Context: an optimization exercise on an open-source flow, tuned for small area and a short achievable clock period. The choices shown serve that exercise and are no tape-out recipe. At most, simulation tests tie the RTL to the original design; equivalence was not proved. For runs 2 to 4, only the layout was checked, not whether the RTL still works.

$ cat flow/config.mk
export PLATFORM = sky130hd
export DESIGN_NAME = fitness_eval
export DESIGN_NICKNAME = fitness_eval
export VERILOG_FILES = /design/flow/design.v
export SDC_FILE = /design/flow/constraint.sdc
export NUM_CORES = 4
export LEC_CHECK = 0
export CAP_MARGIN = 20
export CORE_MARGIN = 2
export CORE_UTILIZATION = 40
export SLEW_MARGIN = 20
$ cat flow/constraint.sdc
create_clock -name core_clock -period 5.0 [get_ports {clk_i}]
set_input_delay 1.0000 -clock core_clock [delete_from_list [all_inputs] [get_ports {clk_i}]]
set_output_delay 1.0000 -clock core_clock [all_outputs]
set_load 0.01 [all_outputs]
$ cat flow/design.v
module fitness_eval #(
           parameter NUM_PARTICLE_TYPE        = 3  ,
           parameter DATA_WIDTH               = 4  ,
           parameter PARTICLE_LENGTH          = 2  ,
           parameter LATTICE_LENGTH           = 11 ,
           parameter SELF_FIT_LENGTH          = 10 ,
           parameter SELF_ENERGY_VEC_LENGTH   = NUM_PARTICLE_TYPE,
           parameter INTERACTION_MATRIX_LENGTH = (NUM_PARTICLE_TYPE**2),
           parameter INDIVIDUAL_LENGTH        = LATTICE_LENGTH * PARTICLE_LENGTH,
           parameter POP_SIZE                 = 50,
           parameter IDX_WIDTH                = 8,
           parameter PTR_LENGTH               = 2
       ) (
           input clk_i,
           input rst_n,
           input [DATA_WIDTH   -1 : 0 ]                 self_energy_i,
           input [DATA_WIDTH   -1 : 0]                  interact_energy_i,
           input [INDIVIDUAL_LENGTH   -1 :0]            individual_vec_i,
           input  wrSelfEnergyValid_i,
           input  wrInteractEnergyValid_i,
           input  in_valid_i,
           input [IDX_WIDTH -1 :0]  ind_idx_i,
           output reg out_valid_ff_o,
           output reg done_ff_o,
           output reg[SELF_FIT_LENGTH-1:0] total_energy_ff_o,
           output reg[INDIVIDUAL_LENGTH - 1 :0] individual_vec_ff_o,
           output reg[IDX_WIDTH-1:0] ind_wb_idx_ff_o
       );
localparam SE_DF_ADD1_PIPE_DEPTH = LATTICE_LENGTH;
localparam IE_DF_ADD1_PIPE_DEPTH = LATTICE_LENGTH - 1;
localparam LV1_SE_ADDER_NUM = 6;
localparam LV1_IE_ADDER_NUM = 5;
localparam LV2_SE_ADDER_NUM = 3;
localparam LV2_IE_ADDER_NUM = 3;
localparam LV3_ADDER_NUM = 3;
localparam LV1_ADD_RESULT_WIDTH  = DATA_WIDTH + 2;
localparam LV2_ADD_RESULT_WIDTH  = DATA_WIDTH + 3;
localparam LV3_ADD_RESULT_WIDTH  = DATA_WIDTH + 4;
localparam LV4_ADD_RESULT_WIDTH  = DATA_WIDTH + 5;
localparam LV5_ADD_RESULT_WIDTH  = SELF_FIT_LENGTH;
localparam DF_ADD1_PIPE_WIDTH    = DATA_WIDTH + 1;
localparam PARTIAL_ENERGY_PIPE_WIDTH   = LV3_ADD_RESULT_WIDTH;
localparam CNT_WIDTH = 8;
wire[PTR_LENGTH-1:0] interactMatrix_RowPtr;
wire[PTR_LENGTH-1:0] interactMatrix_ColPtr;
wire[PTR_LENGTH-1:0] selfEnergyPtr;
reg[PARTICLE_LENGTH - 1 :0] individual_buffer[0:LATTICE_LENGTH-1];
reg in_valid_buf;
reg[IDX_WIDTH-1:0] ind_idx_buf;
reg[DATA_WIDTH - 1 :0] self_energy_vec_rf[0:NUM_PARTICLE_TYPE-1];
reg[DATA_WIDTH - 1 :0] interact_matrix_rf[0:NUM_PARTICLE_TYPE-1][0:NUM_PARTICLE_TYPE-1];
reg[DF_ADD1_PIPE_WIDTH - 1: 0] self_energy_DF_ADD1_pipe[0:SE_DF_ADD1_PIPE_DEPTH-1];
reg[DF_ADD1_PIPE_WIDTH - 1: 0] interact_energy_DF_ADD1_pipe[0:IE_DF_ADD1_PIPE_DEPTH-1];
reg in_valid_DF_ADD1_pipe;
reg[IDX_WIDTH -1 :0] ind_idx_DF_ADD1_pipe;
reg[INDIVIDUAL_LENGTH  - 1 :0] individual_vec_DF_ADD1_pipe;
wire[LV1_ADD_RESULT_WIDTH-1:0]      self_energy_add_tree_lv1          [0:LV1_SE_ADDER_NUM -1];
wire[LV2_ADD_RESULT_WIDTH-1:0]      self_energy_add_tree_lv2          [0:LV2_SE_ADDER_NUM -1];
wire[LV1_ADD_RESULT_WIDTH-1:0]      interact_energy_add_tree_lv1      [0:LV1_IE_ADDER_NUM - 1];
wire[LV2_ADD_RESULT_WIDTH-1:0]      interact_energy_add_tree_lv2      [0:LV2_IE_ADDER_NUM - 1];
wire[LV3_ADD_RESULT_WIDTH-1:0]      partial_energy_add_tree_lv3       [0:LV3_ADDER_NUM-1];
reg[PARTIAL_ENERGY_PIPE_WIDTH-1 : 0]     partial_energy_ADD1_ADD2_pipe[0:LV3_ADDER_NUM-1];
reg[INDIVIDUAL_LENGTH        -1 : 0]     individual_vec_ADD1_ADD2_pipe;
reg[IDX_WIDTH-1:0]                       ind_idx_add1_add2_pipe;
reg in_valid_ADD1_ADD2_pipe;
reg[CNT_WIDTH -1:0] individual_cnt;
wire wrInteractMatrix_done_flag ;
wire wrSelfEnergy_done_flag;
wire[LV5_ADD_RESULT_WIDTH-1: 0] total_energy_wr;
wire done_flag;
wire wrInteractRight_bound_reach_flag = interactMatrix_ColPtr == NUM_PARTICLE_TYPE-1;
wire wrInteractLower_bound_reach_flag = interactMatrix_RowPtr == NUM_PARTICLE_TYPE-1;
genvar adder_idx;
integer pipe_idx;
integer i,j;
always @(posedge clk_i or negedge rst_n )
begin : IN_VALID_BUF
    if(~rst_n)
    begin
        in_valid_buf <= 1'b0;
        ind_idx_buf  <= 1'b0;
    end
    else
    begin
        in_valid_buf <= in_valid_i;
        ind_idx_buf  <= ind_idx_i;
    end
end
always @(posedge clk_i or negedge rst_n)
begin: IND_BUF
    if(~rst_n)
    begin
        for(i=0;i<LATTICE_LENGTH;i=i+1)
        begin
            individual_buffer[i] <= 'd0;
        end
    end
    else
    begin
        for(i=0;i<LATTICE_LENGTH;i=i+1)
        begin
            individual_buffer[i] <= in_valid_i ? individual_vec_i[INDIVIDUAL_LENGTH-1 - PARTICLE_LENGTH*i -: PARTICLE_LENGTH] : 'd0;
        end
    end
end
always @(posedge clk_i or negedge rst_n)
begin: SELF_ENERGY_VEC_RF
    if(~rst_n)
    begin
        for(i=0;i<NUM_PARTICLE_TYPE;i=i+1)
        begin
            self_energy_vec_rf[i] <= 'd0;
        end
    end
    else if(wrSelfEnergyValid_i)
    begin
        for(i=0;i<NUM_PARTICLE_TYPE;i=i+1)
        begin
            self_energy_vec_rf[selfEnergyPtr] <= self_energy_i;
        end
    end
    else
    begin
        for(i=0;i<NUM_PARTICLE_TYPE;i=i+1)
        begin
            self_energy_vec_rf[i] <= self_energy_vec_rf[i];
        end
    end
end
always @(posedge clk_i or negedge rst_n)
begin: INTERACT_MATRIX_RF
    if(~rst_n)
    begin
        for(i=0;i<NUM_PARTICLE_TYPE;i=i+1)
        begin
            for(j=0;j<NUM_PARTICLE_TYPE;j=j+1)
            begin
                interact_matrix_rf[i][j] <= 'd0;
            end
        end
    end
    else if(wrInteractEnergyValid_i)
    begin
        interact_matrix_rf[interactMatrix_RowPtr][interactMatrix_ColPtr] <= interact_energy_i;
    end
    else
    begin
        for(i=0;i<NUM_PARTICLE_TYPE;i=i+1)
        begin
            for(j=0;j<NUM_PARTICLE_TYPE;j=j+1)
            begin
                interact_matrix_rf[i][j] <= interact_matrix_rf[i][j];
            end
        end
    end
end
always @(posedge clk_i or negedge rst_n)
begin: SELF_ENERGY_DF_ADD1_PIPE
    if(~rst_n)
    begin
        for(i = 0; i < LATTICE_LENGTH ; i = i + 1)
        begin
            self_energy_DF_ADD1_pipe[i] <= 'd0;
        end
    end
    else
    begin
        for(i = 0; i < LATTICE_LENGTH ; i = i + 1)
        begin
            self_energy_DF_ADD1_pipe[i] <= self_energy_vec_rf[individual_buffer[i]];
        end
    end
end
always @(posedge clk_i or negedge rst_n)
begin: INTERACT_ENERGY_DF_ADD1_PIPE
    if(~rst_n)
    begin
        for(i=0;i<LATTICE_LENGTH-1;i=i+1)
        begin
            interact_energy_DF_ADD1_pipe[i] <= 'd0;
        end
    end
    else
    begin
        for(i=0;i<LATTICE_LENGTH-1;i=i+1)
        begin
            interact_energy_DF_ADD1_pipe[i] <= (interact_matrix_rf[individual_buffer[i]][individual_buffer[i+1]] << 1);
        end
    end
end
always @(posedge clk_i or negedge rst_n)
begin: INDIVIDUAL_VEC_DF_ADD1_PIPE
    if(~rst_n)
    begin
        individual_vec_DF_ADD1_pipe <= 'd0;
    end
    else
    begin
        for(i=0;i<LATTICE_LENGTH;i=i+1)
        begin
            individual_vec_DF_ADD1_pipe[INDIVIDUAL_LENGTH-1 - PARTICLE_LENGTH*i -: PARTICLE_LENGTH] <= individual_buffer[i];
        end
    end
end
always @(posedge clk_i or negedge rst_n )
begin: IN_VALID_DF_ADD1_PIPE
    if(~rst_n)
    begin
        in_valid_DF_ADD1_pipe<= 1'b0;
        ind_idx_DF_ADD1_pipe <= 1'b0;
    end
    else
    begin
        in_valid_DF_ADD1_pipe<= in_valid_buf;
        ind_idx_DF_ADD1_pipe <= ind_idx_buf;
    end
end
generate
    for(adder_idx =0; adder_idx < LV1_SE_ADDER_NUM-1; adder_idx = adder_idx +1)
    begin: LV1_SE_adder_Tree1
        assign self_energy_add_tree_lv1[adder_idx] = (self_energy_DF_ADD1_pipe[adder_idx*2] + self_energy_DF_ADD1_pipe[adder_idx*2+ 1]);
    end
    assign self_energy_add_tree_lv1[LV1_SE_ADDER_NUM-1] = {1'b0,self_energy_DF_ADD1_pipe[LATTICE_LENGTH-1]};
    for(adder_idx =0; adder_idx < LV1_IE_ADDER_NUM; adder_idx = adder_idx +1)
    begin: LV1_IE_adder_Tree1
        assign interact_energy_add_tree_lv1[adder_idx] = (interact_energy_DF_ADD1_pipe[adder_idx*2] + interact_energy_DF_ADD1_pipe[adder_idx*2 + 1]);
    end
endgenerate
generate
    for(adder_idx =0; adder_idx < LV2_SE_ADDER_NUM; adder_idx = adder_idx +1)
    begin: LV2_SE_adder_Tree2
        if(adder_idx == LV2_SE_ADDER_NUM-1)
        begin
            assign self_energy_add_tree_lv2[adder_idx] = (self_energy_add_tree_lv1[adder_idx*2] + {1'b0,self_energy_DF_ADD1_pipe[LATTICE_LENGTH-1]} );
        end
        else
        begin
            assign self_energy_add_tree_lv2[adder_idx] = (self_energy_add_tree_lv1[adder_idx*2] + self_energy_add_tree_lv1[adder_idx*2+1]);
        end
    end
    for(adder_idx =0; adder_idx < LV2_IE_ADDER_NUM; adder_idx = adder_idx +1)
    begin: LV2_IE_adder_Tree2
        if(adder_idx == 0)
        begin
            assign interact_energy_add_tree_lv2[0] = {1'b0,interact_energy_add_tree_lv1[0]} ;
        end
        else
        begin
            assign interact_energy_add_tree_lv2[adder_idx] = interact_energy_add_tree_lv1[adder_idx*2-1] + interact_energy_add_tree_lv1[adder_idx*2];
        end
    end
endgenerate
assign partial_energy_add_tree_lv3[0] = self_energy_add_tree_lv2[0]     + self_energy_add_tree_lv2[1];
assign partial_energy_add_tree_lv3[1] = self_energy_add_tree_lv2[2]     + interact_energy_add_tree_lv2[0];
assign partial_energy_add_tree_lv3[2] = interact_energy_add_tree_lv2[1] + interact_energy_add_tree_lv2[2];
always @(posedge clk_i or negedge rst_n)
begin: ADD1_ADD2_PIPE
    if(~rst_n)
    begin
        for(pipe_idx = 0 ; pipe_idx < LV3_ADDER_NUM ; pipe_idx = pipe_idx + 1)
        begin
            partial_energy_ADD1_ADD2_pipe[pipe_idx] <= 'd0;
        end
    end
    else
    begin
        for(pipe_idx = 0 ; pipe_idx < LV3_ADDER_NUM ; pipe_idx = pipe_idx + 1)
        begin
            partial_energy_ADD1_ADD2_pipe[pipe_idx] <= partial_energy_add_tree_lv3[pipe_idx];
        end
    end
end
always @(posedge clk_i or negedge rst_n)
begin: IN_VALID_ADD1_ADD2_PIPE
    if(~rst_n)
    begin
        in_valid_ADD1_ADD2_pipe<= 1'd0;
        ind_idx_add1_add2_pipe <= 1'd0;
    end
    else
    begin
        in_valid_ADD1_ADD2_pipe <= in_valid_DF_ADD1_pipe;
        ind_idx_add1_add2_pipe  <= ind_idx_DF_ADD1_pipe;
    end
end
always @(posedge clk_i or negedge rst_n)
begin: INDIVIDUAL_ADD1_ADD2_PIPE
    if(~rst_n)
    begin
        individual_vec_ADD1_ADD2_pipe <= 'd0;
    end
    else
    begin
        individual_vec_ADD1_ADD2_pipe <= individual_vec_DF_ADD1_pipe;
    end
end
assign total_energy_wr = (partial_energy_ADD1_ADD2_pipe[0] + partial_energy_ADD1_ADD2_pipe[1]) + {1'b0,partial_energy_ADD1_ADD2_pipe[2]};
always @(posedge clk_i or negedge rst_n)
begin: INDIVIDUAL_CNT
    if(~rst_n)
    begin
        individual_cnt <= 'd0;
    end
    else if(wrInteractEnergyValid_i || wrSelfEnergyValid_i)
    begin
        if(wrInteractMatrix_done_flag)
        begin
            individual_cnt <= 'd0;
        end
        else if(wrInteractRight_bound_reach_flag)
        begin
            individual_cnt[3:2] <= individual_cnt[3:2] + 'd1;
            individual_cnt[1:0] <= 'd0;
        end
        else
        begin
            individual_cnt <= individual_cnt + 'd1;
        end
    end
    else if(done_ff_o)
    begin
        individual_cnt <= 'd0;
    end
    else if(in_valid_ADD1_ADD2_pipe == 1'b1)
    begin
        individual_cnt <= individual_cnt + 'd1;
    end
    else
    begin
        individual_cnt <= individual_cnt;
    end
end
assign interactMatrix_RowPtr = individual_cnt[3:2];
assign interactMatrix_ColPtr = individual_cnt[1:0];
assign selfEnergyPtr         = individual_cnt[1:0];
assign wrInteractMatrix_done_flag       = (wrInteractRight_bound_reach_flag && wrInteractLower_bound_reach_flag);
assign wrSelfEnergy_done_flag           = (individual_cnt == SELF_ENERGY_VEC_LENGTH-1);
assign done_flag                        = (individual_cnt == POP_SIZE-1);
always @(posedge clk_i or negedge rst_n)
begin: TOTAL_ENERGY_O
    if(~rst_n)
    begin
        total_energy_ff_o <= 'd0;
    end
    else
    begin
        total_energy_ff_o <= total_energy_wr;
    end
end
always @(posedge clk_i or negedge rst_n)
begin: INDIVIDUAL_VEC_O
    if(~rst_n)
    begin
        individual_vec_ff_o <= 'd0;
    end
    else
    begin
        individual_vec_ff_o <= individual_vec_ADD1_ADD2_pipe ;
    end
end
always @(posedge clk_i or negedge rst_n)
begin: OUTPUT_INDICATOR_SIGNAL_O
    if(~rst_n)
    begin
        done_ff_o <= 1'b0;
        out_valid_ff_o <= 1'b0;
        ind_wb_idx_ff_o <= 1'b0;
    end
    else
    begin
        done_ff_o <= done_flag;
        out_valid_ff_o <=  in_valid_ADD1_ADD2_pipe;
        ind_wb_idx_ff_o <= ind_idx_add1_add2_pipe;
    end
end
endmodule
$ cat flow/run.sh
#!/bin/bash
# synth_recipe.tcl (not shown) runs the flow's synth.tcl, then flattens the netlist and writes it again
# the make line also repeats each setting of config.mk as NAME=value (left out here)
make -C /OpenROAD-flow-scripts/flow DESIGN_CONFIG=/design/flow/config.mk WORK_HOME=/design/flow/orfs CLKGATE_MAP_FILE= SYNTH_SCRIPT=/design/flow/synth_recipe.tcl finish
==> qor.csv, run 1 <==
stage;metric;value;unit
clocking;CTS tree;yes;
timing;fin crit share;0.710;
place;Cells after DPL;1982;
worst_setup_path;startpoint types;register;
grt;met3 GRT Util;0.0394;
die;die area;42900;µm²
synthesis;Synth Warn #;7;
final_layout;post-route cell area;18600;µm²
routing;TritonRoute pass-1 iters;5;
timing;fin crit period;3550;ps
routing;total wire length;42800;µm
timing;Slew headroom;0.369;
routing;Iter 0 DRT Violations;1092;
clocking;Post-CTS Setup Repair Bufs;0;
synthesis;Synth Area per Inst;11.2;µm²
timing;Hold Fails Final Rpt;0;
routing;drt drc;0;
routing;via count;11200;
timing;setup tns final;0;ps
grt;total grt overflow;0;
timing;skew final;19.5;ps
worst_setup_path;crit end category;register;
clocking;Post-CTS Resized;0;
grt;total track usage;0.200;
clocking;Num CTS Buffers;31;
final_layout;Cell Count, Final, Fillers Out;2038;
clocking;CTS Root Cell;clkbuf_16;
synthesis;Area contributors post-synth;dfrtp_1 45%, fa_1 9.6%, ha_1 6.8%;
worst_setup_path;worst reg-to-reg setup slack;1450;ps
synthesis;Post-Syn Area;16500;µm²
worst_setup_path;slowest CP cell;fa_1;
grt;met2 Use GR;0.307;
grt;antenna violations before repair;0;
die;chip height;207;µm
timing;slew at the pin closest to its max-slew limit;946;ps
final_layout;share of post-route cells with drive strength above 1;0.0956;
worst_setup_path;CP max stage delay;610;ps
worst_setup_path;CP Data Required Time;5470;ps
place;dpl hpwl;29300;µm
synthesis;fraction of registers with async set/reset;1.00;
grt;pin count of the biggest net entering global routing;95;
place;placement-stage cell area;17600;µm²
synthesis;post-synthesis xor/xnor area fraction;0.0159;
grt;GRT busiest layer;met2;
clocking;clk latency of the worst-skew pair;570;ps
final_layout;area delta synth->final;13.1;%
clocking;Max clock buf depth;3;
timing;count of final setup violators;0;
clocking;Post-CTS Hold Fix Bufs;0;
timing;unrepaired setup endpoints after global routing;false;
die;row count;74;
synthesis;syn_nets;1678;
worst_setup_path;CP cell instances;inv_1 > fa_1 > inv_1 > fa_1 > fa_1 > inv_1 > fa_1 > inv_1 > ha_1 > a21o_1 > a21oi_1 > xnor2_1;
synthesis;most instantiated cells after synthesis;295 x dfrtp_1, 149 x inv_1, 100 x nand2_1;
final_layout;number of diodes;0;
min_path;worst hold path class;reg2reg;
final_layout;Layout Nets;1695;
routing;Final ANT Viol Nets;0;
synthesis;Mapped Cells;1466;
place;I/O Buffers;83;
synthesis;number of synthesized flops with an enable pin;0;
synthesis;combinational family with the most area after synthesis;adder cells;
outcome;status;complete, no violations;
synthesis;flops & latches, synth;295;
synthesis;number of library cell types mapped by synthesis;66;
synthesis;Post-Synth Simple-Gate Area;0.0855;
synthesis;complex-gate fraction of the synthesized area;0.125;
synthesis;Synth Flop Type;dfrtp_1;
grt;vias in the first global route;11500;
worst_setup_path;WS Path Type;reg2reg;
grt;first-pass GRT wire length;66900;µm
die;core area;40700;µm²
die;die width;207;µm
synthesis;Yosys top cell by area;dfrtp_1;
synthesis;mux cell area share after synthesis;0.100;
synthesis;Synth top area share;0.448;
run;max cap viols;0;
synthesis;count leader, synth;dfrtp_1;
grt;GRT met1 Usage;0.285;
die;Starting Density;0.405;
routing;routed vias/inst;5.49;
synthesis;post-synthesis sequential area ratio;0.448;
place;gpl congestion;0.881;
clocking;CTS clk-pin slew, worst paths;70;ps
worst_setup_path;CP max FO;2;
die;Ports;85;
clocking;clock sinks;295;
synthesis;adder-cell area share of the yosys netlist;0.164;
worst_setup_path;WP data arrival;4030;ps
timing;max-slew violation count;0;
timing;fmax;282;MHz
routing;post-DR wirelength/cell;21.0;µm
clocking;CTS H-tree lvls;1;
[kinds of logic (layout without fill, tap and decap cells)]
family	count (synthesis)	after routing
AOI/OAI and AO/OA	316	316
DFF	295	295
and+or+nand+nor	274	274
buffers and inverters	252	292
adders and majority gates	169	169
muxes	129	129
xor gates and xnor gates	30	30
other	1	1
[worst max-delay path, delay by kind of cell (launching register included)]
kind	cells	cell delay, ps
fa+ha+maj	5	2460
compound gates	2	330
flops	1	320
buf+inv	4	220
xor+xnor	1	130
[metal layers]
layer  share of wire  up-vias
met5               0        -
met4           0.039        0
met3           0.078      101
met2            0.44      444
met1            0.44     5547
li1                -     5100
[metrics by stage]
stage                      util  setup WS, ps  hold WS (ps)
after detailed placement  0.432          1430           335
after CTS                 0.458          1410           345
final                     0.458          1450           338
after floorplan               -          1570           331
after global placement    0.432          1460           332
after global routing      0.458          1230           353
[cells in the final DEF, fill, tap and decap left out, types with 9 or more instances in the layout]
cell type	count
a22oi_1	53
nor3b_1	14
mux2_2	62
o21ai_0	83
o22ai_1	19
nor3_1	13
xor2_1	10
clkdlybuf4s50_1	82
dfrtp_1	295
nor2_1	40
a21oi_1	54
nand3_1	17
fa_1	79
nand2_1	100
mux2i_1	44
and2_1	25
a221oi_1	12
clkbuf_1	9
nand3b_1	15
clkbuf_16	31
ha_1	90
a21o_1	11
a211oi_1	22
a31oi_1	9
xnor2_1	20
mux4_2	22
inv_1	149
nor2b_1	24
[registers in the layout, indices dropped and copies added (netlist names), 9 cells and up]
signal,count
individual_vec_ff_o,22
individual_vec_ADD1_ADD2_pipe,22
interact_matrix_rf,36
partial_energy_ADD1_ADD2_pipe,21
individual_buffer,22
self_energy_DF_ADD1_pipe,44
total_energy_ff_o,9
individual_vec_DF_ADD1_pipe,22
self_energy_vec_rf,12
interact_energy_DF_ADD1_pipe,40
[cell type report]
type | count | area, µm²
flip-flops and latches | 295 | 7380
clock buffers | 47 | 906
multi-input cells | 919 | 8100
well taps | 532 | 666
fillers | 3733 | 22100
inverters | 149 | 559
clock inverters | 9 | 136
repair buffers | 87 | 891
[worst paths after layout]
kind,to,startpoint,cells past startpoint
worst min-delay path,individual_vec_ADD1_ADD2_pipe[0],individual_vec_DF_ADD1_pipe[0],0
min in group asynchronous,ind_idx_add1_add2_pipe[1],rst_n,1
max in group asynchronous,individual_buffer[8][0],rst_n,2
worst min register to register,individual_vec_ADD1_ADD2_pipe[0],individual_vec_DF_ADD1_pipe[0],0
worst max register to register,partial_energy_ADD1_ADD2_pipe[2][6],interact_energy_DF_ADD1_pipe[2][4],12
worst max-delay path,partial_energy_ADD1_ADD2_pipe[2][6],interact_energy_DF_ADD1_pipe[2][4],12
==> run 2, diff against run 1 <==
==> flow/design.v (replaced) <==
module fitness_eval #(
           parameter NUM_PARTICLE_TYPE        = 3  ,
           parameter DATA_WIDTH               = 4  ,
           parameter PARTICLE_LENGTH          = 2  ,
           parameter LATTICE_LENGTH           = 11 ,
           parameter SELF_FIT_LENGTH          = 10 ,
           parameter SELF_ENERGY_VEC_LENGTH   = NUM_PARTICLE_TYPE,
           parameter INTERACTION_MATRIX_LENGTH = (NUM_PARTICLE_TYPE**2),
           parameter INDIVIDUAL_LENGTH        = LATTICE_LENGTH * PARTICLE_LENGTH,
           parameter POP_SIZE                 = 50,
           parameter IDX_WIDTH                = 8,
           parameter PTR_LENGTH               = 2
       ) (
           input clk_i,
           input rst_n,
           input [DATA_WIDTH   -1 : 0 ]                 self_energy_i,
           input [DATA_WIDTH   -1 : 0]                  interact_energy_i,
           input [INDIVIDUAL_LENGTH   -1 :0]            individual_vec_i,
           input  wrSelfEnergyValid_i,
           input  wrInteractEnergyValid_i,
           input  in_valid_i,
           input [IDX_WIDTH -1 :0]  ind_idx_i,
           output reg out_valid_ff_o,
           output reg done_ff_o,
           output reg[SELF_FIT_LENGTH-1:0] total_energy_ff_o,
           output reg[INDIVIDUAL_LENGTH - 1 :0] individual_vec_ff_o,
           output reg[IDX_WIDTH-1:0] ind_wb_idx_ff_o
       );
integer i;
reg [3:0] s_rf [0:2];
reg [3:0] m_rf [0:8];
always @(posedge clk_i) begin
    if (wrSelfEnergyValid_i) begin
        s_rf[0] <= s_rf[1];
        s_rf[1] <= s_rf[2];
        s_rf[2] <= self_energy_i;
    end
end
always @(posedge clk_i) begin
    if (wrInteractEnergyValid_i) begin
        for (i = 0; i < 8; i = i + 1)
            m_rf[i] <= m_rf[i+1];
        m_rf[8] <= interact_energy_i;
    end
end
reg v1, v2, v3;
always @(posedge clk_i or negedge rst_n) begin
    if (~rst_n) begin
        v1 <= 1'b0; v2 <= 1'b0; v3 <= 1'b0; out_valid_ff_o <= 1'b0;
    end else begin
        v1 <= in_valid_i; v2 <= v1; v3 <= v2; out_valid_ff_o <= v3;
    end
end
reg [21:0] x1, x2, x3;
reg [7:0]  id1, id2, id3;
always @(posedge clk_i) begin
    x1 <= individual_vec_i; x2 <= x1; x3 <= x2; individual_vec_ff_o <= x3;
    id1 <= ind_idx_i; id2 <= id1; id3 <= id2; ind_wb_idx_ff_o <= id3;
end
reg [5:0] cnt;
always @(posedge clk_i or negedge rst_n) begin
    if (~rst_n) begin
        cnt <= 6'd0; done_ff_o <= 1'b0;
    end else begin
        done_ff_o <= (cnt == 6'd49);
        if (wrInteractEnergyValid_i | wrSelfEnergyValid_i | done_ff_o)
            cnt <= 6'd0;
        else if (v3)
            cnt <= cnt + 6'd1;
    end
end
function [3:0] slook;
    input [1:0] a;
    begin
        slook = ({4{~a[1] & ~a[0]}} & s_rf[0]) | ({4{a[0]}} & s_rf[1]) | ({4{a[1]}} & s_rf[2]);
    end
endfunction
function [3:0] mlook;
    input [1:0] a;
    input [1:0] b;
    reg [2:0] ha, hb;
    integer p, q;
    begin
        ha = {a[1], a[0], ~a[1] & ~a[0]};
        hb = {b[1], b[0], ~b[1] & ~b[0]};
        mlook = 4'd0;
        for (p = 0; p < 3; p = p + 1)
            for (q = 0; q < 3; q = q + 1)
                mlook = mlook | ({4{ha[p] & hb[q]}} & m_rf[3*p+q]);
    end
endfunction
function [1:0] site;
    input [21:0] x;
    input integer k;
    begin
        site = x[21-2*k -: 2];
    end
endfunction
reg [5:0] a0, a1, a2, b0, b1;
reg [4:0] b2;
always @(posedge clk_i) begin
    a0 <= slook(site(x1,0)) + slook(site(x1,1)) + slook(site(x1,2)) + slook(site(x1,3));
    a1 <= slook(site(x1,4)) + slook(site(x1,5)) + slook(site(x1,6)) + slook(site(x1,7));
    a2 <= slook(site(x1,8)) + slook(site(x1,9)) + slook(site(x1,10));
    b0 <= mlook(site(x1,0),site(x1,1)) + mlook(site(x1,1),site(x1,2)) + mlook(site(x1,2),site(x1,3)) + mlook(site(x1,3),site(x1,4));
    b1 <= mlook(site(x1,4),site(x1,5)) + mlook(site(x1,5),site(x1,6)) + mlook(site(x1,6),site(x1,7)) + mlook(site(x1,7),site(x1,8));
    b2 <= mlook(site(x1,8),site(x1,9)) + mlook(site(x1,9),site(x1,10));
end
reg [7:0] ss, sm;
always @(posedge clk_i) begin
    ss <= a0 + a1 + a2;
    sm <= b0 + b1 + b2;
end
always @(posedge clk_i) begin
    total_energy_ff_o <= {2'b00, ss} + {1'b0, sm, 1'b0};
end
endmodule
==> run 2 against run 1 <==
Maximum frequency is 13% lower. Critical path depth is 1 lower. Core utilization is 1.1 points higher. Register-to-register slack worse by 540 ps. Synthesized area is 30% lower. Global-route usage is 1.3 points lower. Synthesized cell count is 24% lower. Via count is 23% lower.
==> qor.csv, run 2 <==
stage;metric;value;unit
routing;TritonRoute pass-1 iters;6;
synthesis;syn_nets;1256;
die;die width;174;µm
synthesis;Mapped Cells;1114;
final_layout;max FFs per register;36;
routing;post-DR wirelength/cell;18.6;µm
routing;Iter 0 DRT Violations;1025;
outcome;status;complete, no violations;
grt;antenna violations before repair;0;
clocking;Post-CTS Resized;0;
routing;total wire length;28500;µm
clocking;Post-CTS Setup Repair Bufs;0;
die;core area;28500;µm²
timing;fin crit share;0.818;
die;row count;62;
timing;max-slew violation count;0;
routing;via count;8633;
synthesis;Post-Syn Area;11600;µm²
clocking;Num CTS Buffers;25;
timing;Hold Fails Final Rpt;0;
worst_setup_path;CP max stage delay;890;ps
final_layout;most frequent cells in the layout;181 x dfxtp_1, 120 x a22o_1, 92 x nand2_1;
synthesis;Synth Flop Type;dfxtp_1;
clocking;Post-CTS Hold Fix Bufs;0;
synthesis;number of synthesized flops with an enable pin;48;
worst_setup_path;WP data arrival;4560;ps
worst_setup_path;WS Path Type;reg2reg;
timing;fmax;244;MHz
final_layout;Layout Nets;1271;
final_layout;Core Util, Final;0.469;
grt;first-pass GRT wire length;45800;µm
synthesis;Yosys top cell by area;dfxtp_1;
synthesis;post-synthesis sequential area ratio;0.462;
worst_setup_path;crit path buf inv count;1;
routing;routed vias/inst;5.64;
worst_setup_path;crit end category;register;
place;dpl hpwl;18800;µm
synthesis;flops & latches, synth;240;
synthesis;Area contributors post-synth;dfxtp_1 31%, edfxtp_1 12%, a22o_1 9.1%;
run;max cap viols;0;
grt;pin count of the biggest net entering global routing;38;
timing;fin crit period;4090;ps
final_layout;number of diodes;0;
die;chip height;174;µm
clocking;Max clock buf depth;3;
place;I/O Buffers;84;
synthesis;number of library cell types mapped by synthesis;56;
synthesis;Synth top area share;0.313;
final_layout;area delta synth->final;15.7;%
worst_setup_path;CP Data Required Time;5470;ps
grt;vias in the first global route;8254;
grt;total grt overflow;0;
clocking;CTS clk-pin slew, worst paths;60;ps
timing;skew final;9.27;ps
timing;unrepaired setup endpoints after global routing;false;
synthesis;Synth Area per Inst;10.4;µm²
timing;Slew headroom;0.391;
worst_setup_path;slowest CP cell;dfxtp_1;
timing;setup tns final;0;ps
min_path;worst hold path class;reg2reg;
synthesis;Synth Warn #;3;
routing;Final ANT Viol Nets;0;
die;die area;30300;µm²
final_layout;Filler cells;2725;
worst_setup_path;CP cell instances;nor2_1 > a221o_1 > a221o_1 > fa_1 > fa_1 > ha_1 > inv_1 > fa_1 > nor2b_1 > o21ai_0 > nand2b_1;
timing;count of final setup violators;0;
die;Ports;85;
final_layout;largest reg by FF count;m_rf;
worst_setup_path;startpoint types;register;
synthesis;most instantiated cells after synthesis;181 x dfxtp_1, 120 x a22o_1, 92 x nand2_1;
clocking;clock sinks;240;
worst_setup_path;worst reg-to-reg setup slack;910;ps
worst_setup_path;Top delay family on crit path;adder cells;
clocking;CTS tree;yes;
synthesis;fraction of registers with async set/reset;0.0458;
clocking;CTS Root Cell;clkbuf_16;
place;gpl congestion;0.879;
synthesis;count leader, synth;dfxtp_1;
final_layout;share of post-route cells with drive strength above 1;0.0550;
timing;slew at the pin closest to its max-slew limit;910;ps
clocking;clk latency of the worst-skew pair;530;ps
worst_setup_path;CP max FO;26;
grt;total track usage;0.188;
die;Starting Density;0.405;
clocking;CTS H-tree lvls;1;
final_layout;most common cell after layout, fill and taps aside;dfxtp_1;
routing;drt drc;0;
worst_setup_path;Crit path top cell by count;fa_1;
-- run 2: final timing paths --
check / startpoint / endpoint / cells after the start
max in group asynchronous: rst_n / cnt[5] / 1
min in group asynchronous: rst_n / done_ff_o / 1
setup / recovery: x1[17] / b0[5] / 11
setup reg to reg: x1[17] / b0[5] / 11
hold reg to reg: x3[5] / individual_vec_ff_o[5] / 0
hold / removal: x3[5] / individual_vec_ff_o[5] / 0
-- run 2: cell type report --
cell class	count	area (µm²)	share of cell area
inverter	81	304	0.0227
timing repair buffer	102	971	0.0726
clock inverter	12	129	0.00963
clock buffer	32	703	0.0526
multi-input combinational	679	5450	0.407
tap	384	480	0.0359
sequential	240	5340	0.399
-- run 2: stage by stage --
| step | instance area, µm² | instances | hold WS, ps | setup slack [ps] |
|---|---|---|---|---|
| after floorplan | 11600 | 1114 | 310 | 1740 |
| after global placement | 12500 | 1486 | 310 | 1050 |
| after detailed placement | 12500 | 1486 | 312 | 967 |
| after CTS | 13400 | 1530 | 323 | 959 |
| after global routing | 13400 | 1530 | 329 | 714 |
| final | 13400 | 1530 | 324 | 910 |
-- run 2: cells by family (layout without fill, tap and decap cells) --
| kind of cell | after synthesis | after routing | share of synthesized area |
|---|---|---|---|
| muxes | 1 | 1 | 0.000866 |
| DFF | 240 | 240 | 0.462 |
| adders and majority gates | 99 | 99 | 0.141 |
| and+or+nand+nor | 172 | 172 | 0.0678 |
| xor gates and xnor gates | 26 | 26 | 0.0197 |
| buffers and inverters | 195 | 227 | 0.0671 |
| AOI/OAI and AO/OA | 381 | 381 | 0.242 |
-- run 2: worst reg2reg max path: stages (launching register included) --
cell,delay (ps)
dfxtp_1,890
nor2_1,450
a221o_1,400
a221o_1,370
fa_1,480
fa_1,500
ha_1,160
inv_1,70
fa_1,450
nor2b_1,120
o21ai_0,80
nand2b_1,80
-- run 2: layer usage --
metal,vias to the layer above,wire length [µm],global-route usage
li1,4018,-,-
met1,4146,12400,0.257
met2,408,12900,0.299
met3,61,2270,0.0337
met4,0,873,0.0648
met5,-,0,0
==> run 3, diff against run 2 <==
--- a/flow/design.v
+++ b/flow/design.v
@@ -27,19 +27,17 @@
            output reg[IDX_WIDTH-1:0] ind_wb_idx_ff_o
        );
+reg [3:0] r0, r1, r2;
+reg [4:0] t_rf [0:8];
+wire [3:0] s_cur = wrSelfEnergyValid_i ? self_energy_i : r0;
+wire [4:0] t_in  = {1'b0, interact_energy_i} + {2'b00, s_cur[3:1]};
 integer i;
-reg [3:0] s_rf [0:2];
-reg [3:0] m_rf [0:8];
-always @(posedge clk_i) begin
-    if (wrSelfEnergyValid_i) begin
-        s_rf[0] <= s_rf[1];
-        s_rf[1] <= s_rf[2];
-        s_rf[2] <= self_energy_i;
-    end
-end
 always @(posedge clk_i) begin
     if (wrInteractEnergyValid_i) begin
+        r2 <= s_cur;
+        r1 <= r2;
+        r0 <= r1;
         for (i = 0; i < 8; i = i + 1)
-            m_rf[i] <= m_rf[i+1];
-        m_rf[8] <= interact_energy_i;
+            t_rf[i] <= t_rf[i+1];
+        t_rf[8] <= t_in;
     end
 end
@@ -70,22 +68,32 @@
     end
 end
+function [2:0] onehot;
+    input [1:0] a;
+    begin
+        onehot = {a[1], a[0], ~a[1] & ~a[0]};
+    end
+endfunction
 function [3:0] slook;
     input [1:0] a;
+    reg [2:0] h;
     begin
-        slook = ({4{~a[1] & ~a[0]}} & s_rf[0]) | ({4{a[0]}} & s_rf[1]) | ({4{a[1]}} & s_rf[2]);
+        h = onehot(a);
+        slook = ({4{h[0]}} & r0) | ({4{h[1]}} & r1) | ({4{h[2]}} & r2);
     end
 endfunction
-function [3:0] mlook;
+function [5:0] tlook;
     input [1:0] a;
     input [1:0] b;
     reg [2:0] ha, hb;
+    reg [4:0] hi;
     integer p, q;
     begin
-        ha = {a[1], a[0], ~a[1] & ~a[0]};
-        hb = {b[1], b[0], ~b[1] & ~b[0]};
-        mlook = 4'd0;
+        ha = onehot(a);
+        hb = onehot(b);
+        hi = 5'd0;
         for (p = 0; p < 3; p = p + 1)
             for (q = 0; q < 3; q = q + 1)
-                mlook = mlook | ({4{ha[p] & hb[q]}} & m_rf[3*p+q]);
+                hi = hi | ({5{ha[p] & hb[q]}} & t_rf[3*p+q]);
+        tlook = {hi, (hb[0] & r0[0]) | (hb[1] & r1[0]) | (hb[2] & r2[0])};
     end
 endfunction
@@ -97,21 +105,27 @@
     end
 endfunction
-reg [5:0] a0, a1, a2, b0, b1;
-reg [4:0] b2;
+function [5:0] tk;
+    input [21:0] x;
+    input integer k;
+    begin
+        tk = tlook(site(x,k), site(x,k+1));
+    end
+endfunction
+reg [6:0] p0, p1, p2, p3, p4;
 always @(posedge clk_i) begin
-    a0 <= slook(site(x1,0)) + slook(site(x1,1)) + slook(site(x1,2)) + slook(site(x1,3));
-    a1 <= slook(site(x1,4)) + slook(site(x1,5)) + slook(site(x1,6)) + slook(site(x1,7));
-    a2 <= slook(site(x1,8)) + slook(site(x1,9)) + slook(site(x1,10));
-    b0 <= mlook(site(x1,0),site(x1,1)) + mlook(site(x1,1),site(x1,2)) + mlook(site(x1,2),site(x1,3)) + mlook(site(x1,3),site(x1,4));
-    b1 <= mlook(site(x1,4),site(x1,5)) + mlook(site(x1,5),site(x1,6)) + mlook(site(x1,6),site(x1,7)) + mlook(site(x1,7),site(x1,8));
-    b2 <= mlook(site(x1,8),site(x1,9)) + mlook(site(x1,9),site(x1,10));
+    p0 <= tk(x1,0) + tk(x1,1);
+    p1 <= tk(x1,2) + tk(x1,3);
+    p2 <= tk(x1,4) + tk(x1,5);
+    p3 <= tk(x1,6) + tk(x1,7);
+    p4 <= tk(x1,8) + tk(x1,9);
 end
-reg [7:0] ss, sm;
+reg [8:0] q0;
+reg [7:0] q1;
 always @(posedge clk_i) begin
-    ss <= a0 + a1 + a2;
-    sm <= b0 + b1 + b2;
+    q0 <= p0 + p1 + p2;
+    q1 <= p3 + p4;
 end
 always @(posedge clk_i) begin
-    total_energy_ff_o <= {2'b00, ss} + {1'b0, sm, 1'b0};
+    total_energy_ff_o <= {1'b0, q0 + q1 + slook(site(x3,0))};
 end
 endmodule
--- a/flow/config.mk
+++ b/flow/config.mk
@@ -9,3 +9,4 @@
 export CORE_MARGIN = 2
 export CORE_UTILIZATION = 40
+export SETUP_SLACK_MARGIN = 0
 export SLEW_MARGIN = 20
==> run 3 against run 2 <==
Critical endpoint is now p2[6]. Count of clock-buffer cells in the layout grew 2. Setup slack gained 1100 ps. Still clean on timing, DRC and antenna. Core utilization shrank 0.32 points. Die area grew 4.1%. Highest routed layer is now met5. Sequential cell count grew 9. Synthesized area grew 4.2%. Non-clock buffer count shrank 4. Cell area grew 3.1%. Register-to-register slack gained 1100 ps. Final cell count grew 4.2%.
==> qor.csv, run 3 <==
stage;metric;value;unit
synthesis;Mapped Cells;1175;
clocking;Post-CTS Hold Fix Bufs;0;
worst_setup_path;WS Path Type;reg2reg;
final_layout;Layout Nets;1307;
die;die width;178;µm
routing;Final ANT Viol Nets;0;
routing;routed vias/inst;6.00;
grt;antenna violations before repair;2;
clocking;Post-CTS Resized;0;
clocking;Num CTS Buffers;27;
place;dpl hpwl;22100;µm
synthesis;syn_nets;1297;
die;die area;31500;µm²
place;gpl congestion;0.936;
final_layout;max FFs per register;45;
clocking;CTS Root Cell;clkbuf_16;
synthesis;Synth Flop Type;dfxtp_1;
synthesis;Synth Area per Inst;10.3;µm²
clocking;clk latency of the worst-skew pair;560;ps
grt;first-pass GRT wire length;51900;µm
worst_setup_path;crit end category;register;
clocking;clock sinks;249;
clocking;Post-CTS Setup Repair Bufs;0;
final_layout;most common cell after layout, fill and taps aside;dfxtp_1;
worst_setup_path;CP max FO;28;
timing;unrepaired setup endpoints after global routing;false;
die;Starting Density;0.406;
timing;Slew headroom;0.324;
timing;count of final setup violators;0;
timing;WHS;316;ps
final_layout;number of diodes;0;
synthesis;Area contributors post-synth;dfxtp_1 30%, edfxtp_1 14%, a22o_1 7.6%;
synthesis;Post-Syn Area;12000;µm²
die;core area;29600;µm²
outcome;status;complete, no violations;
place;I/O Buffers;83;
synthesis;number of synthesized flops with an enable pin;57;
die;Ports;85;
timing;skew final;14.4;ps
place;placement-stage cell area;12900;µm²
clocking;CTS tree;yes;
synthesis;number of library cell types mapped by synthesis;60;
worst_setup_path;startpoint types;register;
final_layout;most frequent cells in the layout;181 x dfxtp_1, 105 x a22o_1, 86 x nand2_1;
final_layout;post-route cell area;13800;µm²
final_layout;Cell Count, Final, Fillers Out;1594;
min_path;worst hold path class;reg2reg;
routing;TritonRoute pass-1 iters;9;
worst_setup_path;worst reg2reg path depth;9;
die;chip height;178;µm
routing;post-DR wirelength/cell;21.2;µm
routing;total wire length;33800;µm
synthesis;count leader, synth;dfxtp_1;
clocking;CTS H-tree lvls;1;
routing;Iter 0 DRT Violations;1316;
synthesis;fraction of registers with async set/reset;0.0442;
place;Cells after DPL;1546;
timing;fmax;333;MHz
clocking;Max clock buf depth;3;
synthesis;most instantiated cells after synthesis;181 x dfxtp_1, 105 x a22o_1, 86 x nand2_1;
routing;via count;9557;
timing;max-slew violation count;0;
timing;setup tns final;0;ps
timing;Hold Fails Final Rpt;0;
grt;total track usage;0.213;
final_layout;share of post-route cells with drive strength above 1;0.0615;
grt;vias in the first global route;8751;
worst_setup_path;WP data arrival;3460;ps
synthesis;flops & latches, synth;249;
min_path;hold depth;0;
clocking;CTS clk-pin slew, worst paths;60;ps
final_layout;largest reg by FF count;t_rf;
synthesis;Synth Warn #;2;
timing;fin crit share;0.600;
grt;pin count of the biggest net entering global routing;36;
synthesis;Synth top area share;0.301;
synthesis;post-synthesis sequential area ratio;0.466;
run;max cap viols;0;
timing;fin crit period;3000;ps
grt;total grt overflow;0;
timing;slew at the pin closest to its max-slew limit;1010;ps
routing;drt drc;0;
synthesis;Yosys top cell by area;dfxtp_1;
worst_setup_path;CP Data Required Time;5450;ps
die;row count;63;
final_layout;area delta synth->final;14.5;%
## run 3: cell types whose count changed in the layout (fill, tap and decap cells not counted), sizes merged, moves of 8 or more
cell    before  now
o21ai       31   68
fa          52   20
inv         83   54
a22o       120  105
a21oi       83   69
a222oi       6   19
ha          47   59
edfxtp      48   57
o21bai       0    8
o31a         1    9
## run 3: cells by family after synthesis
family / after synthesis / share of synthesized area
DFF: 249 / 0.466
buffers and inverters: 168 / 0.0631
adders and majority gates: 79 / 0.0945
other: 1 / 0.000311
AOI/OAI and AO/OA: 444 / 0.270
and+or+nand+nor: 195 / 0.0765
xor gates and xnor gates: 32 / 0.0233
muxes: 7 / 0.00613
## run 3: layout make-up
class | count | area [µm²]
clock buffer | 34 | 743
clock inverter | 14 | 146
fill | 2798 | 15800
inverter | 51 | 191
multi-input combinational | 758 | 5680
sequential | 249 | 5610
tap | 390 | 488
timing repair buffer | 98 | 938
## run 3: per-stage QoR
| step | util | setup WS [ps] |
|---|---|---|
| 3_5_place_dp | 0.435 | 1960 |
| 5_1_grt | 0.465 | 1820 |
| 4_1_cts | 0.465 | 2060 |
| 2_1_floorplan | - | 2550 |
| 6_report | 0.465 | 2000 |
| 3_3_place_gp | 0.435 | 1980 |
## run 3: layer usage
layer	routed length, µm	track usage	vias to the layer above
met5	13	0	-
met4	1200	0.0827	2
met3	3380	0.0394	103
met2	15100	0.335	540
met1	14100	0.289	4528
li1	-	-	4384
## run 3: critical path: stages (launching register included)
cell,delay [ps]
dfxtp_1,960
nor2_2,340
a22oi_1,250
o32ai_1,100
a221o_1,280
ha_1,330
nor2b_1,160
o31a_1,260
o21ai_0,150
nand2b_1,60
## run 3: final timing paths
kind | end | start | slack (ps)
min in group asynchronous | cnt[2] | rst_n | 770
min | x3[3] | x2[3] | 320
min reg2reg | x3[3] | x2[3] | 320
max | p2[6] | x1[12] | 2000
max in group asynchronous | v2 | rst_n | 3910
max reg2reg | p2[6] | x1[12] | 2000
==> run 4, diff against run 3 <==
--- a/flow/config.mk
+++ b/flow/config.mk
@@ -9,4 +9,4 @@
 export CORE_MARGIN = 2
 export CORE_UTILIZATION = 40
-export SETUP_SLACK_MARGIN = 0
+export SETUP_SLACK_MARGIN = 2.6
 export SLEW_MARGIN = 20
==> run 4 against run 3 <==
Highest routed layer is now met4. Register-to-register slack better by 490 ps. Setup slack gained 490 ps. First-iteration DRC count grew 4.0%. Wire length increased by 5.9%. Cell area increased by 9.1%. Die area unchanged. Global-route usage grew 0.62 points. Clock skew rose by 13 ps. Count of clock-buffer cells in the layout grew 7. Hold slack better by 7.2 ps.
==> qor.csv, run 4 <==
stage;metric;value;unit
synthesis;syn_nets;1297;
worst_setup_path;crit path buf inv count;1;
routing;via count;10100;
clocking;CTS H-tree lvls;1;
min_path;Worst Hold Launch;x2[6];
timing;unrepaired setup endpoints after global routing;true;
final_layout;share of post-route cells with drive strength above 1;0.178;
worst_setup_path;Critical R2R Capture;total_energy_ff_o[7];
die;chip height;178;µm
timing;fmax;399;MHz
timing;setup tns final;0;ps
worst_setup_path;CP Data Required Time;5440;ps
synthesis;complex-gate fraction of the synthesized area;0.270;
timing;count of final setup violators;0;
worst_setup_path;crit end category;register;
min_path;hold depth;0;
final_layout;max FFs per register;45;
synthesis;Mapped Cells;1175;
die;die area;31500;µm²
place;gpl congestion;0.962;
die;die width;178;µm
timing;WHS;323;ps
synthesis;post-synthesis xor/xnor area fraction;0.0233;
die;Ports;85;
grt;GRT met1 Usage;0.295;
worst_setup_path;worst reg2reg path depth;9;
final_layout;sequential cell area;5660;µm²
synthesis;number of synthesized flops with an enable pin;57;
routing;drt drc;0;
outcome;status;complete, no violations;
die;core area;29600;µm²
clocking;CTS Root Cell;clkbuf_16;
routing;TritonRoute pass-1 iters;7;
grt;total track usage;0.219;
routing;total wire length;35800;µm
synthesis;combinational family with the most area after synthesis;compound AO/OA/AOI/OAI gates;
routing;routed vias/inst;5.97;
final_layout;Filler cells;2691;
grt;antenna violations before repair;1;
synthesis;Post-Synth Simple-Gate Area;0.0765;
synthesis;number of library cell types mapped by synthesis;60;
worst_setup_path;CP cell instances;a22oi_2 > nand2_2 > fa_2 > inv_1 > fa_2 > nor2b_2 > o31a_1 > mux2i_1 > nand2_1;
worst_setup_path;slowest CP cell;fa_2;
synthesis;Area contributors post-synth;dfxtp_1 30%, edfxtp_1 14%, a22o_1 7.6%;
final_layout;Layout Nets;1408;
timing;Slew headroom;0.300;
timing;fin crit period;2510;ps
timing;max-slew violation count;0;
final_layout;area delta synth->final;24.9;%
grt;first-pass GRT wire length;53300;µm
grt;met2 Use GR;0.345;
worst_setup_path;worst reg-to-reg setup slack;2490;ps
grt;GRT busiest layer;met2;
grt;total grt overflow;0;
clocking;CTS clk-pin slew, worst paths;60;ps
synthesis;post-synthesis sequential area ratio;0.466;
timing;Hold Fails Final Rpt;0;
worst_setup_path;WP data arrival;2950;ps
synthesis;count leader, synth;dfxtp_1;
timing;slew at the pin closest to its max-slew limit;1050;ps
worst_setup_path;Crit path top cell by count;fa_2;
clocking;Num CTS Buffers;27;
synthesis;Synth top area share;0.301;
synthesis;flops & latches, synth;249;
worst_setup_path;Crit Reg-Reg Startpoint;r1[2];
min_path;Min-Delay Endpoint;x3[6];
clocking;clock sinks;249;
timing;skew final;27.8;ps
synthesis;mux cell area share after synthesis;0.00613;
synthesis;Synth Area per Inst;10.3;µm²
die;Starting Density;0.406;
final_layout;number of diodes;0;
timing;fin crit share;0.502;
final_layout;area of the multi-input gates;5950;µm²
final_layout;largest reg by FF count;t_rf;
routing;Iter 0 DRT Violations;1369;
synthesis;fraction of registers with async set/reset;0.0442;
clocking;clk latency of the worst-skew pair;560;ps
run;max cap viols;0;
final_layout;most frequent cells in the layout;167 x dfxtp_1, 105 x a22o_1, 86 x buf_4;
routing;post-DR wirelength/cell;21.1;µm
clocking;CTS tree;yes;
synthesis;Synth Flop Type;dfxtp_1;
worst_setup_path;CP max FO;2;
worst_setup_path;CP max stage delay;600;ps
worst_setup_path;startpoint types;register;
min_path;worst hold path class;reg2reg;
grt;pin count of the biggest net entering global routing;45;
die;row count;63;
place;I/O Buffers;83;
synthesis;Synth Warn #;2;
synthesis;most instantiated cells after synthesis;181 x dfxtp_1, 105 x a22o_1, 86 x nand2_1;
final_layout;most common cell after layout, fill and taps aside;dfxtp_1;
worst_setup_path;WS Path Type;reg2reg;
synthesis;Post-Syn Area;12000;µm²
clocking;Max clock buf depth;3;
clocking;Post-CTS Hold Fix Bufs;0;
grt;met3 GRT Util;0.0450;
grt;vias in the first global route;9306;
routing;Final ANT Viol Nets;0;
place;dpl hpwl;22200;µm
worst_setup_path;Top delay family on crit path;adder cells;
synthesis;adder-cell area share of the yosys netlist;0.0945;
synthesis;Yosys top cell by area;dfxtp_1;
-- run 4: layout make-up --
class,instances,area share
clock buffer,41,0.0519
tap,390,0.0324
inverter,51,0.0127
clock inverter,9,0.00674
sequential,249,0.376
multi-input combinational,758,0.396
timing repair buffer,199,0.125
-- run 4: through the flow --
stage | area, µm² | utilization | worst slack [ps] | std cells
finish | 15000 | 0.508 | 2490 | 1697
global route | 15000 | 0.508 | 2360 | 1697
CTS | 14500 | 0.488 | 2500 | 1664
detailed placement | 12900 | 0.435 | 1920 | 1545
global placement | 12900 | 0.435 | 2020 | 1545
floorplan | 12100 | - | 2630 | 1175
-- run 4: what timing repair did --
action	4_1_cts	5_1_grt
setup buffers	69	31
setup endpoints to repair	67	27
pin swaps	11	53
cloned	0	2
resized for setup	97	75
-- run 4: worst max-delay path by stage --
stage,startpoint,end,slack [ps],cells past startpoint
3_5_place_dp,x1[16],p1[6],1920,10
2_1_floorplan,x3[20],total_energy_ff_o[7],2630,11
3_3_place_gp,wrSelfEnergyValid_i,t_rf[8][3],2020,7
5_1_grt,x3[20],total_energy_ff_o[7],2360,11
4_1_cts,r0[1],total_energy_ff_o[7],2500,10
6_report,r1[2],total_energy_ff_o[7],2490,9
-- run 4: kinds of logic after synthesis --
| group | count (synthesis) |
|---|---|
| other | 1 |
| flip-flops | 249 |
| buffers and inverters | 168 |
| adder cells (fa/ha/maj) | 79 |
| multiplexers | 7 |
| AO/OA/AOI/OAI | 444 |
| AND/OR/NAND/NOR | 195 |
| XOR/XNOR | 32 |
-- run 4: routing by layer --
| layer | part of all wire | vias to the layer above | wire length [µm] |
|---|---|---|---|
| met5 | 0 | - | 0 |
| li1 | - | 4588 | - |
| met1 | 0.40 | 4797 | 14500 |
| met2 | 0.44 | 612 | 15800 |
| met3 | 0.11 | 129 | 3890 |
| met4 | 0.045 | 0 | 1600 |
-- run 4: worst register-to-register path, stage by stage (launching register included) --
cell and delay (ps):
edfxtp_1 410, a22oi_2 210, nand2_2 140, fa_2 600, inv_1 70, fa_2 390, nor2b_2 140, o31a_1 180
mux2i_1 190, nand2_1 60
==> run 5, diff against run 4 <==
--- a/flow/design.v
+++ b/flow/design.v
@@ -112,20 +112,37 @@
     end
 endfunction
-reg [6:0] p0, p1, p2, p3, p4;
+function [11:0] csa;
+    input [5:0] a, b, c;
+    begin
+        csa = {(a & b) | (a & c) | (b & c), a ^ b ^ c};
+    end
+endfunction
+function [17:0] csa9;
+    input [8:0] a, b, c;
+    begin
+        csa9 = {(a & b) | (a & c) | (b & c), a ^ b ^ c};
+    end
+endfunction
+reg [5:0] sa0, ca0, sa1, ca1, sa2, ca2, ta9;
+reg [3:0] sx0;
 always @(posedge clk_i) begin
-    p0 <= tk(x1,0) + tk(x1,1);
-    p1 <= tk(x1,2) + tk(x1,3);
-    p2 <= tk(x1,4) + tk(x1,5);
-    p3 <= tk(x1,6) + tk(x1,7);
-    p4 <= tk(x1,8) + tk(x1,9);
+    {ca0, sa0} <= csa(tk(x1,0), tk(x1,1), tk(x1,2));
+    {ca1, sa1} <= csa(tk(x1,3), tk(x1,4), tk(x1,5));
+    {ca2, sa2} <= csa(tk(x1,6), tk(x1,7), tk(x1,8));
+    ta9 <= tk(x1,9);
+    sx0 <= slook(site(x1,0));
 end
-reg [8:0] q0;
-reg [7:0] q1;
+reg [7:0] u0, u2;
+reg [8:0] u1;
+wire [17:0] k0 = csa9({3'b0, sa0}, {2'b0, ca0, 1'b0}, {3'b0, sa1});
+wire [17:0] k1 = csa9({2'b0, ca1, 1'b0}, {3'b0, sa2}, {2'b0, ca2, 1'b0});
 always @(posedge clk_i) begin
-    q0 <= p0 + p1 + p2;
-    q1 <= p3 + p4;
+    u0 <= k0[7:0] + {k0[15:9], 1'b0};
+    u1 <= k1[8:0] + {k1[16:9], 1'b0};
+    u2 <= ta9 + sx0;
 end
+wire [17:0] kc = csa9({1'b0, u0}, u1, {1'b0, u2});
 always @(posedge clk_i) begin
-    total_energy_ff_o <= {1'b0, q0 + q1 + slook(site(x3,0))};
+    total_energy_ff_o <= {1'b0, kc[8:0] + {kc[16:9], 1'b0}};
 end
 endmodule
--- a/flow/config.mk
+++ b/flow/config.mk
@@ -8,5 +8,5 @@
 export CAP_MARGIN = 20
 export CORE_MARGIN = 2
-export CORE_UTILIZATION = 40
-export SETUP_SLACK_MARGIN = 2.6
+export CORE_UTILIZATION = 65
+export SETUP_SLACK_MARGIN = 3.0
 export SLEW_MARGIN = 20
==> run 5 against run 4 <==
Critical endpoint unchanged. Count of clock-buffer cells in the layout is 5 lower. Via count is 7.3% lower. Synthesized cell count is 10% lower.
==> qor.csv, run 5 <==
stage;metric;value;unit
outcome;status;complete, no violations;
place;dpl hpwl;18000;µm
worst_setup_path;CP Data Required Time;5480;ps
worst_setup_path;startpoint types;register;
clocking;clk latency of the worst-skew pair;540;ps
routing;via count;9387;
grt;antenna violations before repair;0;
timing;max-slew violation count;0;
final_layout;max FFs per register;45;
clocking;Post-CTS Hold Fix Bufs;0;
synthesis;Yosys top cell by area;dfxtp_1;
die;die width;138;µm
run;max cap viols;0;
synthesis;count leader, synth;dfxtp_1;
routing;total wire length;31400;µm
grt;total grt overflow;0;
worst_setup_path;CP max FO;3;
final_layout;share of post-route cells with drive strength above 1;0.249;
synthesis;post-synthesis sequential area ratio;0.512;
clocking;CTS Root Cell;clkbuf_16;
min_path;worst hold path class;reg2reg;
die;row count;48;
synthesis;Area contributors post-synth;dfxtp_1 34%, edfxtp_1 15%, a22o_1 9.5%;
timing;fin crit share;0.424;
timing;unrepaired setup endpoints after global routing;true;
grt;total track usage;0.305;
final_layout;Layout Nets;1288;
clocking;clock sinks;267;
clocking;Max clock buf depth;3;
die;Starting Density;0.670;
clocking;Num CTS Buffers;27;
grt;first-pass GRT wire length;45100;µm
clocking;CTS H-tree lvls;1;
timing;slew at the pin closest to its max-slew limit;732;ps
routing;routed vias/inst;6.61;
final_layout;number of diodes;0;
timing;fin crit period;2120;ps
timing;Hold Fails Final Rpt;0;
synthesis;Synth Warn #;2;
clocking;CTS clk-pin slew, worst paths;60;ps
synthesis;Synth Area per Inst;11.1;µm²
timing;setup tns final;0;ps
synthesis;Synth Flop Type;dfxtp_1;
place;I/O Buffers;83;
final_layout;area delta synth->final;23.7;%
final_layout;Cell Count, Final, Fillers Out;1421;
grt;vias in the first global route;8298;
routing;post-DR wirelength/cell;22.1;µm
routing;Iter 0 DRT Violations;1554;
synthesis;Mapped Cells;1052;
final_layout;largest reg by FF count;t_rf;
grt;pin count of the biggest net entering global routing;34;
routing;Final ANT Viol Nets;0;
routing;TritonRoute pass-1 iters;9;
timing;Slew headroom;0.510;
worst_setup_path;crit end category;register;
synthesis;most instantiated cells after synthesis;199 x dfxtp_1, 127 x a22o_1, 95 x nand2_1;
synthesis;Synth top area share;0.342;
timing;WHS;323;ps
synthesis;number of library cell types mapped by synthesis;58;
clocking;CTS tree;yes;
routing;drt drc;0;
timing;count of final setup violators;0;
die;chip height;138;µm
final_layout;most common cell after layout, fill and taps aside;dfxtp_1;
place;Cells after DPL;1259;
timing;fmax;472;MHz
synthesis;number of synthesized flops with an enable pin;57;
synthesis;Post-Syn Area;11700;µm²
worst_setup_path;WS Path Type;reg2reg;
place;gpl congestion;0.919;
synthesis;fraction of registers with async set/reset;0.0412;
synthesis;syn_nets;1165;
final_layout;most frequent cells in the layout;170 x dfxtp_1, 127 x a22o_1, 102 x buf_4;
worst_setup_path;WP data arrival;2590;ps
die;core area;17400;µm²
die;Ports;85;
timing;skew final;16.0;ps
synthesis;flops & latches, synth;267;
die;die area;19000;µm²
[run 5: worst max-delay path, stage by stage, from the launching register on]
cell,delay (ps)
dfxtp_2,330
fa_1,470
ha_2,190
inv_2,50
fa_2,220
nor2b_4,50
o31a_1,260
or4_1,400
nand3_1,90
[run 5: area by class of cell]
cell class              instances  area, µm²
flip-flops and latches        267       6030
multi-input cells             629       5260
clock inverters                14        140
repair buffers                210       1830
fillers                      1020       2990
well taps                     225        282
clock buffers                  36        729
inverters                      40        150
[run 5: cell families after synthesis]
family / count (synthesis) / share of synthesized area
adder cells (fa/ha/maj): 70 / 0.101
XOR/XNOR: 22 / 0.0165
AND/OR/NAND/NOR: 158 / 0.0601
other: 1 / 0.000322
AO/OA/AOI/OAI: 373 / 0.249
flip-flops: 267 / 0.512
multiplexers: 4 / 0.00375
buffers and inverters: 157 / 0.0573
[run 5: per-layer routing]
metal	wire, µm	share of wire	global-route usage	vias up
li1	-	-	-	4154
met5	0	0	0	-
met3	3780	0.12	0.0486	138
met4	1450	0.046	0.122	0
met1	11700	0.37	0.431	4383
met2	14400	0.46	0.474	712
[run 5: final timing paths]
path / from / to / slack [ps] / cells after the start
worst max-delay path: u0[1] / total_energy_ff_o[7] / 2880 / 8
worst min-delay path: id1[0] / id2[0] / 320 / 0
max in group asynchronous: rst_n / cnt[3] / 3880 / 1
min in group asynchronous: rst_n / cnt[5] / 790 / 1
worst max register to register: u0[1] / total_energy_ff_o[7] / 2880 / 8
worst min register to register: id1[0] / id2[0] / 320 / 0
[run 5: through the flow]
| step | worst slack [ps] | cell area, µm² | utilization |
|---|---|---|---|
| 2_1_floorplan | 2840 | 11700 | - |
| 3_3_place_gp | 2090 | 12400 | 0.713 |
| 3_5_place_dp | 2040 | 12400 | 0.713 |
| 4_1_cts | 2890 | 13500 | 0.777 |
| 5_1_grt | 2800 | 14400 | 0.828 |
| 6_report | 2880 | 14400 | 0.828 |
[run 5: repair_timing]
action	CTS	global route
setup buffers	28	77
setup endpoints to repair	86	51
gates resized for setup	223	61
pin swaps	17	17
cloned	2	5

[afterwards: timing with drivers on the ports]
The flow's constraints put no driver on any port. The routed layouts listed below were extracted and timed again, unchanged, in two steps. Step 1, drivers: a clkbuf_16 drives clk_i and a buf_2 each remaining input, both assumed. Step 2 moves the port delays by t, midway between the first and last clock arrival at a register: inputs arrive t later, outputs are due t later. That takes back most of the time a late clock gives input paths. Three values: no drivers, after step 1, after step 2; two values: the first two.
run | t (ns) | setup WS [ns] | hold slack, ns | worst register clock-pin slew, ns
run 1 | 0.606 | 1.448 / 1.448 / 1.448 | 0.338 / 0.338 / 0.338 | 0.07 / 0.07
run 2 | 0.568 | 0.910 / 0.910 / 0.910 | 0.324 / 0.324 / 0.324 | 0.07 / 0.07
run 3 | 0.605 | 1.999 / 1.999 / 1.979 | 0.316 / 0.316 / 0.316 | 0.06 / 0.06
run 4 | 0.595 | 2.491 / 2.491 / 2.278 | 0.323 / 0.323 / 0.323 | 0.07 / 0.07
run 5 | 0.577 | 2.881 / 2.881 / 2.501 | 0.323 / 0.323 / 0.323 | 0.07 / 0.07
After both steps every run listed still meets setup and hold. For run 5, which loses most, drivers alone change the setup slack by 0.000 ns; drivers and shift together by -0.380 ns.
